Source: an optimization exercise on an open RTL-to-GDS flow (aim: small area and a short achievable clock period). Production flows keep margins and buffers that such runs may drop.
No run shown here included a check of the RTL's function; only the layout flow was run.

==> flow/design.v (outline; a module is shown in full before it is edited, if it fits) <==
// module ntt4point: 1421 lines
// module ntt_fa: 4 lines
module ntt4point(
    input clk, rst,
    input [15:0] in0, in1, in2, in3,
    output [15:0] out0, out1, out2, out3
);
  // ...
==> flow/flow/run.sh <==
#!/bin/bash
set -euo pipefail
cd "$(dirname "$0")/.."
cat >> config.mk <<'EOC'
export SYNTH_ARGS = -noabc
export SYNTH_KEEP_MODULES = ntt_fa
export DONT_USE_CELLS += sky130_fd_sc_hd__ha_1
export BUFFER_PORTS_ARGS = -buffer_cell sky130_fd_sc_hd__buf_1
export CTS_BUF_LIST = sky130_fd_sc_hd__clkbuf_8
export SETUP_SLACK_MARGIN = 39.4
EOC
bash standard.sh > standard_flow.log 2>&1
==> flow/standard.sh <==
#!/bin/bash
# synth_recipe.tcl (not shown) runs the flow's synth.tcl, then flattens the netlist and writes it again
# the make line also repeats each setting of config.mk as NAME=value (left out here)
make -C /OpenROAD-flow-scripts/flow DESIGN_CONFIG=/design/flow/config.mk WORK_HOME=/design/flow/orfs CLKGATE_MAP_FILE= SYNTH_SCRIPT=/design/flow/synth_recipe.tcl "${@:-finish}"
==> flow/config.mk <==
export PLATFORM = sky130hd
export DESIGN_NAME = ntt4point
export DESIGN_NICKNAME = ntt4point
export VERILOG_FILES = /design/flow/design.v
export SDC_FILE = /design/flow/constraint.sdc
export NUM_CORES = 4
export LEC_CHECK = 0
export CAP_MARGIN = 20
export CORE_MARGIN = 2
export CORE_UTILIZATION = 40
export SLEW_MARGIN = 20
export SYNTH_ARGS = -noabc
export SYNTH_KEEP_MODULES = ntt_fa
export DONT_USE_CELLS += sky130_fd_sc_hd__ha_1
export BUFFER_PORTS_ARGS = -buffer_cell sky130_fd_sc_hd__buf_1
export CTS_BUF_LIST = sky130_fd_sc_hd__clkbuf_8
export SETUP_SLACK_MARGIN = 39.4
==> flow/constraint.sdc <==
create_clock -name core_clock -period 60.0 [get_ports {clk}]
set_input_delay 12.0000 -clock core_clock [delete_from_list [all_inputs] [get_ports {clk}]]
set_output_delay 12.0000 -clock core_clock [all_outputs]
set_load 0.01 [all_outputs]
==> out/qor.csv, run 1 <==
metric,value,unit
final wirelength,26700,um
Yosys Warn Count,1,
sequential cell area share,8.16,%
leftover overflow at the end of global routing,0,
total number of multi-input combinational cells,764,
Total Routing Usage GR,19.2,%
post-cts hold buffer count,0,
Hold Path End,r1[8],
Achievable Freq,0.0492,GHz
Residual DRC,0,
number of failing setup endpoints in the final timing report,0,
unrepaired setup endpoints after global routing,no,
complex-gate fraction of the synthesized area,6.74,%
post-CTS setup-driven buffer insertion count,8,
Worst Hold Depth,3,
Tightest Hold Check Type,in2reg,
routed wire length on met3,1550,um
NumNets Final,1499,
minimum hold slack,12240,ps
total number of clock tree sinks,52,
post-route fraction of the period consumed by the critical path,33.8,%
met2 routing resource usage after global routing,32.1,%
average size of a mapped cell,11.9,um2
synth-to-layout area growth,12.8,%
final-layout clock-cell area share,0.726,%
result of the run,"complete, no violations",
number of DRC markers after the initial detailed-route iteration,304,
Worst setup EP type,flop,
"Largest stage delay, worst path",560,ps
Synth Instances,954,
==> run 2, diff against run 1 <==
--- a/flow/flow/run.sh
+++ b/flow/flow/run.sh
@@ -8,5 +8,5 @@
 export BUFFER_PORTS_ARGS = -buffer_cell sky130_fd_sc_hd__buf_1
 export CTS_BUF_LIST = sky130_fd_sc_hd__clkbuf_8
-export SETUP_SLACK_MARGIN = 39.4
+export SETUP_SLACK_MARGIN = 39.0
 EOC
 bash standard.sh > standard_flow.log 2>&1
--- a/flow/config.mk
+++ b/flow/config.mk
@@ -15,3 +15,3 @@
 export BUFFER_PORTS_ARGS = -buffer_cell sky130_fd_sc_hd__buf_1
 export CTS_BUF_LIST = sky130_fd_sc_hd__clkbuf_8
-export SETUP_SLACK_MARGIN = 39.4
+export SETUP_SLACK_MARGIN = 39.0
==> run 2 against run 1 <==
Effect of this change: via count decreased by 0.72%; global-route usage decreased by 0.23 points; synthesized cell count unchanged; core utilization decreased by 1.0 points; critical path depth increased by 2; area after synthesis unchanged; worst hold slack got worse by 14 ps; flip-flop and latch count unchanged; fmax decreased by 1.8%; non-clock buffer count decreased by 13; worst setup slack got worse by 380 ps; critical path type unchanged.
==> out/qor.csv, run 2 <==
metric,value,unit,change
length of the first detailed-routing pass in iterations,4,,
x dimension of the die,172,um,
nature of the critical path startpoint,input port,,
synth-to-layout area growth,10.3,%,
largest fanout of any net on the critical path,9,,
floorplan die area,29600,um2,
Sum Neg Setup Slack,0,ps,
Via-to-Cell Ratio,4.95,,
capturing element of the worst setup path,r0[5],,
Clock Tree Buf Depth,2,,
Worst setup EP type,flop,,
NumNets Final,1486,,-0.87%
Achievable Freq,0.0483,GHz,-1.8%
clock-pin transition on the worst setup and hold timing paths,90,ps,
number of DRC markers after the initial detailed-route iteration,388,,+28%
Initial Utilization,40.7,%,
min cycle time layout,20690,ps,
total number of clock tree sinks,52,,unchanged
Yosys Warn Count,1,,unchanged
vertical die dimension,172,um,
library cell used as clock root buffer,sky130_fd_sc_hd__clkbuf_8,,
number of synthesized register bits,52,,
"most common cell after layout, fill and taps aside",sky130_fd_sc_hd__fa_1,,
ranking of synthesized cells by instance count,"sky130_fd_sc_hd__fa_1, sky130_fd_sc_hd__inv_1, sky130_fd_sc_hd__nor2_1",,
number of buffers created by CTS,5,,
placeable core region,27800,um2,
global placement routability congestion,0.912,,
unrepaired setup endpoints after global routing,no,,
CTS H-Tree Depth,2,,
placed wire-length estimate,23600,um,
library cell occupying the most area in the post-synthesis netlist,sky130_fd_sc_hd__fa_1,,
worst setup path class,in2reg,,
Main synth FF type,sky130_fd_sc_hd__dfxtp_1,,
library cells used by synthesis,66,,
count of max-cap constraint violations,0,,
post-cts hold buffer count,0,,unchanged
cell count after placement,1429,,
final wirelength,26300,um,-1.5%
row count,61,,
wire length on met1,11800,um,
result of the run,"complete, no violations",,
largest net degree at the start of global routing,58,,
share of synthesized registers carrying an async set or reset,0,%,
average routed wire per standard cell,18.1,um,
Total Routing Usage GR,19.0,%,-0.23 points
antenna violations before repair,2,,
leftover overflow at the end of global routing,0,,unchanged
Tightest Hold Check Type,in2reg,,
number of failing setup endpoints in the final timing report,0,,unchanged
number of enable-type register cells in the synthesized netlist,0,,
Syn Std Cell Area,11300,um2,
highest routing layer actually used,met4,,
slew at the pin with the worst max-slew slack,556,ps,
ANT nets after route,0,,
Residual DRC,0,,unchanged
total I/O pin count,130,,
average size of a mapped cell,11.9,um2,unchanged
"Largest stage delay, worst path",510,ps,-50 ps
met2 WL post-DR,12600,um,
fin cells,1450,,
most used cells in the layout excluding fill and tap cells,"sky130_fd_sc_hd__fa_1, sky130_fd_sc_hd__inv_1, sky130_fd_sc_hd__buf_1",,
routed wire length on met3,1590,um,+2.6%
number of vias after detailed routing,7175,,
Fin. Hold Viols,0,,
sequential cell area fraction in the yosys report,9.21,%,
master of the slowest instance on the critical path,sky130_fd_sc_hd__fa_1,,
total of buffers placed on input and output ports,105,,
fill cell total of the finished layout,2652,,
area share of the leading cell type in the synthesized netlist,61.8,%,
remaining max-slew budget at the tightest pin,62.9,%,
critical path startpoint,in1[0],,
cell repeated most along the worst path,sky130_fd_sc_hd__fa_1,,
post-route fraction of the period consumed by the critical path,34.5,%,+0.63 points
Synth Instances,954,,unchanged
vias in the first global route,7716,,
most common cell in the netlist,sky130_fd_sc_hd__fa_1,,
CTS tree,done,,
arrival time reported for the critical path endpoint,20930,ps,
proportion of layout cells with a drive suffix above 1,10.7,%,
first-pass GRT wire length,41500,um,
leading post-synthesis cells by cell area,"sky130_fd_sc_hd__fa_1, sky130_fd_sc_hd__dfxtp_1, sky130_fd_sc_hd__inv_1",,
number of pins with negative max-slew slack in the final report,0,,
Crit path required time,60240,ps,
## run 2: cell counts after synthesis
No cell type changed its count.
## run 2: modules after synthesis (local to each module, per instance)
| module | cell area, um2 | flip-flops and latches |
|---|---|---|
| ntt4point | 4640 | 52 |
| ntt_fa | 20.0 | 0 |
## run 2: critical path, delay by kind of cell
family,cells,cell delay [ps]
adders and majority gates,15,5820
buffers and inverters,2,270
and+or+nand+nor,7,1440
AOI/OAI and AO/OA,5,1170
xor gates and xnor gates,1,210
## run 2: kinds of logic (layout without fill, tap and decap cells)
family          count (synthesis)  count (layout)  share of synthesized area, %
compound gates                104             104                          6.74
xor+xnor                       84              84                          6.67
fa+ha+maj                     356             356                          62.4
buf+inv                       149             255                          5.35
flops                          52              52                          9.21
mux                             6               6                         0.531
other cells                     1              13                        0.0332
simple gates                  202             202                          9.03
## run 2: stage by stage
| step | hold slack (ps) | cell area [um2] | setup slack [ps] | util (%) |
|---|---|---|---|---|
| 6_report | 12220 | 12500 | 39310 | 44.9 |
| 5_1_grt | 12280 | 12500 | 38950 | 44.9 |
| 4_1_cts | 12230 | 12300 | 38990 | 44.2 |
| 3_5_place_dp | 12390 | 12100 | 37910 | 43.6 |
| 3_3_place_gp | 12390 | 12100 | 38040 | 43.6 |
| 2_1_floorplan | 12300 | 11300 | 39390 | - |
## run 2: per-layer routing
metal,vias to the layer above,track usage (%)
met5,-,0
met4,0,4.09
met3,20,3.34
met2,191,31.2
met1,3766,26.6
li1,3198,-
## run 2: what timing repair did
action,CTS,global route
resized for setup,32,46
endpoints found under the setup margin,27,21
gates cloned,0,0
setup buffers,3,10
pin swaps,1,11
## run 2: how the worst min path moves through the flow
stage / start / endpoint / slack [ps] / cells after the start
after floorplan: r0[0] / out0[0] / 12300 / 0
after global placement: r3[4] / out3[4] / 12390 / 1
after detailed placement: r1[8] / out1[8] / 12390 / 1
after CTS: rst / r1[3] / 12230 / 3
after global routing: rst / r1[12] / 12280 / 3
final: rst / r1[6] / 12220 / 3
## run 2: layout make-up
type	instances	area [um2]	share of cell area (%)
Sequential cell	52	1040	8.35
Multi-Input combinational cell	764	9800	78.6
Tap cell	378	473	3.79
Inverter	127	477	3.82
Clock buffer	7	96.3	0.772
Timing Repair Buffer	121	579	4.64
Antenna cell	1	2.50	0.0201

afterwards: timing with drivers on the ports:
The flow's constraints put no driver on any port. The routed layouts listed below were extracted and timed again, unchanged, in two steps.
Step 1: set_driving_cell puts a clkbuf_16 on clk and a buf_2 on each other input, an assumption about the parent block.
Step 2 moves the port delays by t, midway between the first and last clock arrival at a register: inputs arrive t later, outputs are due t later. That takes back most of the time a late clock gives input paths.
Three values: no drivers, after step 1, after step 2; two values: the first two.
run | t (ns) | setup slack, ns | worst setup path after step 2 | clock arrival spread, ns | pins driven straight from the clock port
run 1 | 0.345 | 39.691 / 39.712 / 39.367 | input to register | 0.009 / 0.008 | 1
run 2 | 0.348 | 39.310 / 39.325 / 38.977 | input to register | 0.009 / 0.009 | 1
After both steps every run listed still meets setup and hold. For run 2, which loses most, drivers alone change the setup slack by +0.015 ns; drivers and shift together by -0.333 ns.
